What follows belongs to an exercise in optimizing a design on an open flow for small area; a production flow would make more cautious choices. At most, simulation tests tie the RTL to the original design; equivalence was not proved.

==> inputs of v37 <==
==> flow/design.v (excerpt) <==
module calc_logic(
   input clk,
   input rst,
   input [4:0] keycode,
   input newkey,
   output [15:0] Xdisplay,
   output LED_NEG_digit,
   output LED_OVW
   );
   reg [17:0] X, Y;
   reg [1:0] OP;
   assign Xdisplay = X[15:0];
   assign LED_OVW = X[16];
   assign LED_NEG_digit = X[17];
   wire digit  = newkey & keycode[4];
   wire optr   = newkey & (keycode[4:2] == 3'b010);
   wire clra   = newkey & (keycode == 5'b00100);
   wire equals = newkey & (keycode == 5'b00011);
   wire sqr    = newkey & (keycode == 5'b00001);
   wire chs    = newkey & (keycode == 5'b00010);
   wire eq_add = equals & (OP == 2'b11);
   wire eq_sub = equals & (OP == 2'b10);
   wire eq_mul = equals & (OP == 2'b01);
   wire hold   = ~newkey | (keycode == 5'b00000) | (keycode == 5'b00101) |
                 (keycode == 5'b00110) | (keycode == 5'b00111) |
                 (keycode == 5'b01101) | (keycode == 5'b01110) |
                 (keycode == 5'b01111) | (equals & (OP == 2'b00));
   wire ysel   = eq_add | eq_sub;
   wire c_one  = hold | eq_add | eq_sub | chs;    
   wire c_neg  = eq_sub | chs;                    
   wire [8:0] one, two, neg;
   wire one2_top;
   wire [3:0] C = ({4{ysel}} & Y[3:0]) | ({4{digit}} & keycode[3:0]);
   wire [17:0] B = ({18{sqr}} & X) | ({18{eq_mul}} & Y);
   wire [8:0] e_one, e_two, e_neg;
   calc_benc u_enc (.b(B), .one(e_one), .two(e_two), .neg(e_neg));
   assign one = e_one | {6'b0, digit, 1'b0, c_one};
   assign two = e_two;
   assign neg = e_neg | {8'b0, c_neg};
  ...
Settings: LEC_CHECK=0, CAP_MARGIN=20, CORE_MARGIN=2, CORE_UTILIZATION=40, SLEW_MARGIN=20, SYNTH_HIERARCHICAL=1, SYNTH_MINIMUM_KEEP_SIZE=0; clock period 8.0 ns.
standard.sh (not shown) runs the stock make flow with config.mk's settings and CLKGATE_MAP_FILE= SYNTH_SCRIPT=/design/flow/synth_recipe.tcl, a recipe that flattens the netlist after the stock synthesis.
==> flow/flow/run.sh <==
#!/bin/bash
# Standard ORFS layout (the standard.sh, standard synthesis unchanged) with two
# layout-only tweaks: plain buf_1 port buffers and no CTS dummy loads.
set -euo pipefail
bash standard.sh \
  "BUFFER_PORTS_ARGS=-buffer_cell sky130_fd_sc_hd__buf_1" \
  "CTS_ARGS=-sink_clustering_enable -repair_clock_nets -buf_list sky130_fd_sc_hd__clkbuf_16 -dont_use_dummy_load -sink_clustering_size 40 -sink_clustering_max_diameter 500" \
  finish > flow_make.log 2>&1
==> v39 (differences from v37) <==
==> flow/flow/run.sh (replaced) <==
#!/bin/bash
# Standard ORFS layout (the standard.sh, standard synthesis unchanged) with two
# layout-only tweaks: plain buf_1 port buffers and no CTS dummy loads.
set -euo pipefail
bash standard.sh \
  "BUFFER_PORTS_ARGS=-buffer_cell sky130_fd_sc_hd__buf_1" \
  "CTS_ARGS=-sink_clustering_enable -repair_clock_nets -buf_list sky130_fd_sc_hd__clkbuf_8 -dont_use_dummy_load" \
  finish > flow_make.log 2>&1
CORE_UTILIZATION = 30   (was 40)
==> v33 (differences from v37) <==
--- a/flow/design.v
+++ b/flow/design.v
@@ -25,25 +25,30 @@
                  (keycode == 5'b00110) | (keycode == 5'b00111) |
                  (keycode == 5'b01101) | (keycode == 5'b01110) |
                  (keycode == 5'b01111) | (equals & (OP == 2'b00));
    wire ysel   = eq_add | eq_sub;
    wire c_one  = hold | eq_add | eq_sub | chs;    
    wire c_neg  = eq_sub | chs;                    
-   wire [8:0] one, two, neg;
-   wire one2_top;
+   wire [8:0] neg, onen, twon, e_onen, e_twon;
+   wire one2_topn;
    wire [3:0] C = ({4{ysel}} & Y[3:0]) | ({4{digit}} & keycode[3:0]);
    wire [17:0] B = ({18{sqr}} & X) | ({18{eq_mul}} & Y);
-   wire [8:0] e_one, e_two, e_neg;
-   calc_benc u_enc (.b(B), .one(e_one), .two(e_two), .neg(e_neg));
-   assign one = e_one | {6'b0, digit, 1'b0, c_one};
-   assign two = e_two;
-   assign neg = e_neg | {8'b0, c_neg};
-   assign one2_top = e_one[2];
+   wire [18:0] Bx = {B, 1'b0};
+   genvar gj;
+   generate for (gj = 0; gj < 9; gj = gj + 1) begin : g_enc
+      wire d21;
+      calc_xnor2 u_one (.a(Bx[2*gj+1]), .b(Bx[2*gj]), .y(e_onen[gj]));
+      calc_xor2  u_d21 (.a(Bx[2*gj+2]), .b(Bx[2*gj+1]), .y(d21));
+      calc_nand2 u_two (.a(e_onen[gj]), .b(d21), .y(e_twon[gj]));
+   end endgenerate
+   assign onen = e_onen & ~{6'b0, digit, 1'b0, c_one};
+   assign twon = e_twon;
+   assign neg = {B[17], B[15], B[13], B[11], B[9], B[7], B[5], B[3], B[1]} | {8'b0, c_neg};
+   assign one2_topn = e_onen[2];
    wire [17:0] nX = ~X;
-   wire [8:0] onen = ~one, twon = ~two;
-   wire one2_topn = ~one2_top;
+   wire [8:0] one = ~onen, two = ~twon;
    wire p1, sl2, cn3, p4, sl5, p6, sl7, p8, sl9, p10, sl11, p12, sl13, p14, sl15, p16, sl17, p18, sl19, p20, sl21, p22, sl23, p24, sl25, p26, sl27, p28, sl29, p30, sl31, p32, sl33, p34, sl35, p36, sl37, p38, sl39, cn40, m41, m42, p43, sl44, p45, p46, p47, p48, p49, p50, p51, p52, p53, p54, p55, p56, p57, p58, p59, sl60, cn61, p62, sl63, p64, sl65, p66, sl67, p68, sl69, p70, sl71, p72, sl73, p74, sl75, p76, sl77, p78, sl79, p80, sl81, p82, sl83, p84, sl85, p86, sl87, p88, sl89, cn90, p91, sl92, p93, sl94, p95, sl96, p97, sl98, p99, sl100, p101, sl102, p103, sl104, p105, sl106, p107, sl108, p109, sl110, p111, sl112, p113, sl114, cn115, p116, sl117, p118, sl119, p120, sl121, p122, sl123, p124, sl125, p126, sl127, p128, sl129, p130, sl131, p132, sl133, p134, sl135, cn136, p137, sl138, p139, sl140, p141, sl142, p143, sl144, p145, sl146, p147, sl148, p149, sl150, p151, sl152, cn153, p154, sl155, p156, sl157, p158, sl159, p160, sl161, p162, sl163, p164, sl165, cn166, p167, sl168, p169, sl170, p171, sl172, p173, sl174, cn175, p176, sl177, x178, s179, c180, s181, c182, s183, c184, s185, c186, s187, c188, s189, c190, s191, c192, s193, c194, s195, c196, s197, c198, s199, c200, s201, c202, x203, x204, x205, s206, c207, s208, c209, s210, c211, s212, c213, s214, c215, s216, c217, s218, c219, s220, c221, s222, c223, s224, c225, s226, c227, s228, c229, s230, c231, s232, c233, s234, c235, s236, c237, s238, c239, s240, c241, x242, x243, s244, c245, s246, c247, s248, c249, s250, c251, s252, c253, s254, c255, s256, c257, s258, c259, s260, c261, s262, c263, s264, c265, s266, c267, x268, s269, c270, s271, c272, s273, c274, s275, c276, s277, c278, s279, c280, s281, c282, s283, c284, s285, c286, s287, c288, s289, c290, s291, c292, s293, c294, s295, c296, s297, c298, s299, c300, x301, s302, c303, s304, c305, s306, c307, s308, c309, s310, c311, s312, c313, s314, c315, s316, c317, s318, c319, s320, c321, s322, c323, s324, c325, s326, c327, s328, c329, s330, c331, s332, c333, s334, c335, x336, g337, g338, q339, g340, q341, g342, q343, g344, q345, g346, g347, q348, g349, g350, g351, g352, g353, g354, g355, x356, x357, x358, x359, x360, x361, x362, x363, x364, x365;
    calc_nor2 u_bs0_0 (.a(onen[0]), .b(nX[0]), .y(sl2));
    assign cn3 = neg[0] & ~sl2;
    calc_o22ai u_bs1_0 (.a1(onen[0]), .a2(nX[1]), .b1(twon[0]), .b2(nX[0]), .y(sl5));
    assign p4 = sl5 ^ neg[0];
    calc_o22ai u_bs2_0 (.a1(onen[0]), .a2(nX[2]), .b1(twon[0]), .b2(nX[1]), .y(sl7));
@@ -352,12 +357,21 @@
    assign s = a ^ b;
    assign co = a & b;
 endmodule
 module calc_bsel(input one, input two, input neg, input x1, input x2, output p);
    assign p = ((one & x1) | (two & x2)) ^ neg;
 endmodule
+module calc_xnor2(input a, input b, output y);
+   assign y = ~(a ^ b);
+endmodule
+module calc_xor2(input a, input b, output y);
+   assign y = a ^ b;
+endmodule
+module calc_nand2(input a, input b, output y);
+   assign y = ~(a & b);
+endmodule
 module calc_nor2(input a, input b, output y);
    assign y = ~(a | b);
 endmodule
 module calc_o22ai(input a1, input a2, input b1, input b2, output y);
    assign y = ~((a1 | a2) & (b1 | b2));
 endmodule
==> flow/flow/run.sh (replaced) <==
#!/bin/bash
# Standard ORFS layout (the standard.sh, standard synthesis unchanged) with two
# layout-only tweaks: plain buf_1 port buffers and no CTS dummy loads.
set -euo pipefail
bash standard.sh \
  "BUFFER_PORTS_ARGS=-buffer_cell sky130_fd_sc_hd__buf_1" \
  "CTS_ARGS=-sink_clustering_enable -repair_clock_nets -buf_list sky130_fd_sc_hd__clkbuf_8 -dont_use_dummy_load" \
  finish > flow_make.log 2>&1
GPL_TIMING_DRIVEN = 0   (was unset)
==> v35 (differences from v37) <==
--- a/flow/design.v
+++ b/flow/design.v
@@ -25,25 +25,30 @@
                  (keycode == 5'b00110) | (keycode == 5'b00111) |
                  (keycode == 5'b01101) | (keycode == 5'b01110) |
                  (keycode == 5'b01111) | (equals & (OP == 2'b00));
    wire ysel   = eq_add | eq_sub;
    wire c_one  = hold | eq_add | eq_sub | chs;    
    wire c_neg  = eq_sub | chs;                    
-   wire [8:0] one, two, neg;
-   wire one2_top;
+   wire [8:0] neg, onen, twon, e_onen, e_twon;
+   wire one2_topn;
    wire [3:0] C = ({4{ysel}} & Y[3:0]) | ({4{digit}} & keycode[3:0]);
    wire [17:0] B = ({18{sqr}} & X) | ({18{eq_mul}} & Y);
-   wire [8:0] e_one, e_two, e_neg;
-   calc_benc u_enc (.b(B), .one(e_one), .two(e_two), .neg(e_neg));
-   assign one = e_one | {6'b0, digit, 1'b0, c_one};
-   assign two = e_two;
-   assign neg = e_neg | {8'b0, c_neg};
-   assign one2_top = e_one[2];
+   wire [18:0] Bx = {B, 1'b0};
+   genvar gj;
+   generate for (gj = 0; gj < 9; gj = gj + 1) begin : g_enc
+      wire d21;
+      calc_xnor2 u_one (.a(Bx[2*gj+1]), .b(Bx[2*gj]), .y(e_onen[gj]));
+      calc_xor2  u_d21 (.a(Bx[2*gj+2]), .b(Bx[2*gj+1]), .y(d21));
+      calc_nand2 u_two (.a(e_onen[gj]), .b(d21), .y(e_twon[gj]));
+   end endgenerate
+   assign onen = e_onen & ~{6'b0, digit, 1'b0, c_one};
+   assign twon = e_twon;
+   assign neg = {B[17], B[15], B[13], B[11], B[9], B[7], B[5], B[3], B[1]} | {8'b0, c_neg};
+   assign one2_topn = e_onen[2];
    wire [17:0] nX = ~X;
-   wire [8:0] onen = ~one, twon = ~two;
-   wire one2_topn = ~one2_top;
+   wire [8:0] one = ~onen, two = ~twon;
    wire p1, sl2, cn3, p4, sl5, p6, sl7, p8, sl9, p10, sl11, p12, sl13, p14, sl15, p16, sl17, p18, sl19, p20, sl21, p22, sl23, p24, sl25, p26, sl27, p28, sl29, p30, sl31, p32, sl33, p34, sl35, p36, sl37, p38, sl39, cn40, m41, m42, p43, sl44, p45, p46, p47, p48, p49, p50, p51, p52, p53, p54, p55, p56, p57, p58, p59, sl60, cn61, p62, sl63, p64, sl65, p66, sl67, p68, sl69, p70, sl71, p72, sl73, p74, sl75, p76, sl77, p78, sl79, p80, sl81, p82, sl83, p84, sl85, p86, sl87, p88, sl89, cn90, p91, sl92, p93, sl94, p95, sl96, p97, sl98, p99, sl100, p101, sl102, p103, sl104, p105, sl106, p107, sl108, p109, sl110, p111, sl112, p113, sl114, cn115, p116, sl117, p118, sl119, p120, sl121, p122, sl123, p124, sl125, p126, sl127, p128, sl129, p130, sl131, p132, sl133, p134, sl135, cn136, p137, sl138, p139, sl140, p141, sl142, p143, sl144, p145, sl146, p147, sl148, p149, sl150, p151, sl152, cn153, p154, sl155, p156, sl157, p158, sl159, p160, sl161, p162, sl163, p164, sl165, cn166, p167, sl168, p169, sl170, p171, sl172, p173, sl174, cn175, p176, sl177, x178, s179, c180, s181, c182, s183, c184, s185, c186, s187, c188, s189, c190, s191, c192, s193, c194, s195, c196, s197, c198, s199, c200, s201, c202, x203, x204, x205, s206, c207, s208, c209, s210, c211, s212, c213, s214, c215, s216, c217, s218, c219, s220, c221, s222, c223, s224, c225, s226, c227, s228, c229, s230, c231, s232, c233, s234, c235, s236, c237, s238, c239, s240, c241, x242, x243, s244, c245, s246, c247, s248, c249, s250, c251, s252, c253, s254, c255, s256, c257, s258, c259, s260, c261, s262, c263, s264, c265, s266, c267, x268, s269, c270, s271, c272, s273, c274, s275, c276, s277, c278, s279, c280, s281, c282, s283, c284, s285, c286, s287, c288, s289, c290, s291, c292, s293, c294, s295, c296, s297, c298, s299, c300, x301, s302, c303, s304, c305, s306, c307, s308, c309, s310, c311, s312, c313, s314, c315, s316, c317, s318, c319, s320, c321, s322, c323, s324, c325, s326, c327, s328, c329, s330, c331, s332, c333, s334, c335, x336, g337, g338, q339, g340, q341, g342, q343, g344, q345, g346, g347, q348, g349, g350, g351, g352, g353, g354, g355, x356, x357, x358, x359, x360, x361, x362, x363, x364, x365;
    calc_nor2 u_bs0_0 (.a(onen[0]), .b(nX[0]), .y(sl2));
    assign cn3 = neg[0] & ~sl2;
    calc_o22ai u_bs1_0 (.a1(onen[0]), .a2(nX[1]), .b1(twon[0]), .b2(nX[0]), .y(sl5));
    assign p4 = sl5 ^ neg[0];
    calc_o22ai u_bs2_0 (.a1(onen[0]), .a2(nX[2]), .b1(twon[0]), .b2(nX[1]), .y(sl7));
@@ -352,12 +357,21 @@
    assign s = a ^ b;
    assign co = a & b;
 endmodule
 module calc_bsel(input one, input two, input neg, input x1, input x2, output p);
    assign p = ((one & x1) | (two & x2)) ^ neg;
 endmodule
+module calc_xnor2(input a, input b, output y);
+   assign y = ~(a ^ b);
+endmodule
+module calc_xor2(input a, input b, output y);
+   assign y = a ^ b;
+endmodule
+module calc_nand2(input a, input b, output y);
+   assign y = ~(a & b);
+endmodule
 module calc_nor2(input a, input b, output y);
    assign y = ~(a | b);
 endmodule
 module calc_o22ai(input a1, input a2, input b1, input b2, output y);
    assign y = ~((a1 | a2) & (b1 | b2));
 endmodule
==> flow/flow/run.sh (replaced) <==
#!/bin/bash
# Standard ORFS layout (the standard.sh, standard synthesis unchanged) with three
# layout-only tweaks: plain buf_1 port buffers, no CTS dummy loads, and a power/area
# recovery pass (downsizing of gates off the critical path) after global routing.
set -euo pipefail
bash standard.sh \
  "BUFFER_PORTS_ARGS=-buffer_cell sky130_fd_sc_hd__buf_1" \
  "CTS_ARGS=-sink_clustering_enable -repair_clock_nets -buf_list sky130_fd_sc_hd__clkbuf_8 -dont_use_dummy_load" \
  "RECOVER_POWER=100" \
  finish > flow_make.log 2>&1
==> impl_metrics.toml <==
[outcome]
status = "complete, no violations"

[detailed_routing]
dr_wl_met2_um = 6360

[clocking]
cts-root-buf = "clkbuf_8"

[die]
die-area_um2 = 17700
die_h_um = 133

[global_route]
grt_pass1_wl_um = 22200
use_met2_pct = 24.7

[timing]
fin_ws_ns = 0.418

[setup_path]
arrival_ns = 7.82

[logic_synthesis]
ys_seq_area_share_pct = 20.8
synth_compound_area_share_pct = 18.1
synth_xor_area_share_pct = 19.4
syn_avg_cell_area_um2 = 10.4

[layout]
instances_no_fill = 724

[power_and_ir_drop]
cellPowerDensity_nw_per_um2 = 178
Source of the figures above: v39

==> impl_metrics.toml <==
[outcome]
status = "failed layout checks"
violations = "max-capacitance violations, max-slew violations"

[logic_synthesis]
synth_compound_area_share_pct = 17.5
syn_avg_cell_area_um2 = 10.3
ys_seq_area_share_pct = 20.9

[global_route]
use_met2_pct = 37.2
grt_pass1_wl_um = 23300

[timing]
maxSlewViolCount = 21
fin_ws_ns = 0.368

[die]
die_h_um = 116

[clocking]
cts-root-buf = "clkbuf_8"

[layout]
instances_no_fill = 693

[flow_run]
drv_cap = 1

[power_and_ir_drop]
cellPowerDensity_nw_per_um2 = 249
Source of the figures above: v35

==> impl_metrics.toml <==
[outcome]
status = "complete, no violations"

[clocking]
cts-root-buf = "clkbuf_16"

[global_route]
grt_pass1_wl_um = 22600

[logic_synthesis]
syn_avg_cell_area_um2 = 10.4

[die]
die_h_um = 116

[layout]
instances_no_fill = 673

[power_and_ir_drop]
cellPowerDensity_nw_per_um2 = 196

[timing]
fin_ws_ns = 0.422
Source of the figures above: v37

==> impl_metrics.toml <==
[global_route]
grt_pass1_wl_um = 23200

[detailed_routing]
dr_wl_met2_um = 6510

[power_and_ir_drop]
cellPowerDensity_nw_per_um2 = 252

[timing]
fin_ws_ns = 0.261

[layout]
instances_no_fill = 689

[clocking]
cts-root-buf = "clkbuf_8"

[logic_synthesis]
syn_avg_cell_area_um2 = 10.3
synth_compound_area_share_pct = 17.5

[die]
die_h_um = 116

[outcome]
status = "complete, no violations"
Source of the figures above: v33

For v33 and v35, only the layout was checked, not whether the RTL still works.

==> what the ideal ports hide <==
In the flow no input, the clock included, has a driving cell. The finished layouts below were timed again as built, in two steps.
Step 1 assumes that a clkbuf_16 drives the clock port and a buf_2 every other input.
Step 2 also shifts input and output timing later by t, the mid clock arrival at the registers, as if the neighbouring blocks saw the same clock.
Three values: ideal, step 1, step 2; two values: the first two.
run | t (ns) | setup WS [ns] | worst register clock-pin slew, ns | cell pins on the clock port's net
v37 | 0.312 | 0.422 / 0.432 / 0.120 | 0.06 / 0.06 | 1
v39 | 0.336 | 0.418 / 0.430 / 0.094 | 0.07 / 0.07 | 1
v33 | 0.331 | 0.261 / 0.270 / -0.061 | 0.08 / 0.08 | 1
v35 | 0.331 | 0.368 / 0.376 / 0.046 | 0.08 / 0.08 | 1
With both steps, setup timing fails in v33, where it was met with ideal ports. For v39, which loses most, drivers alone change the setup slack by +0.012 ns; drivers and shift together by -0.324 ns.
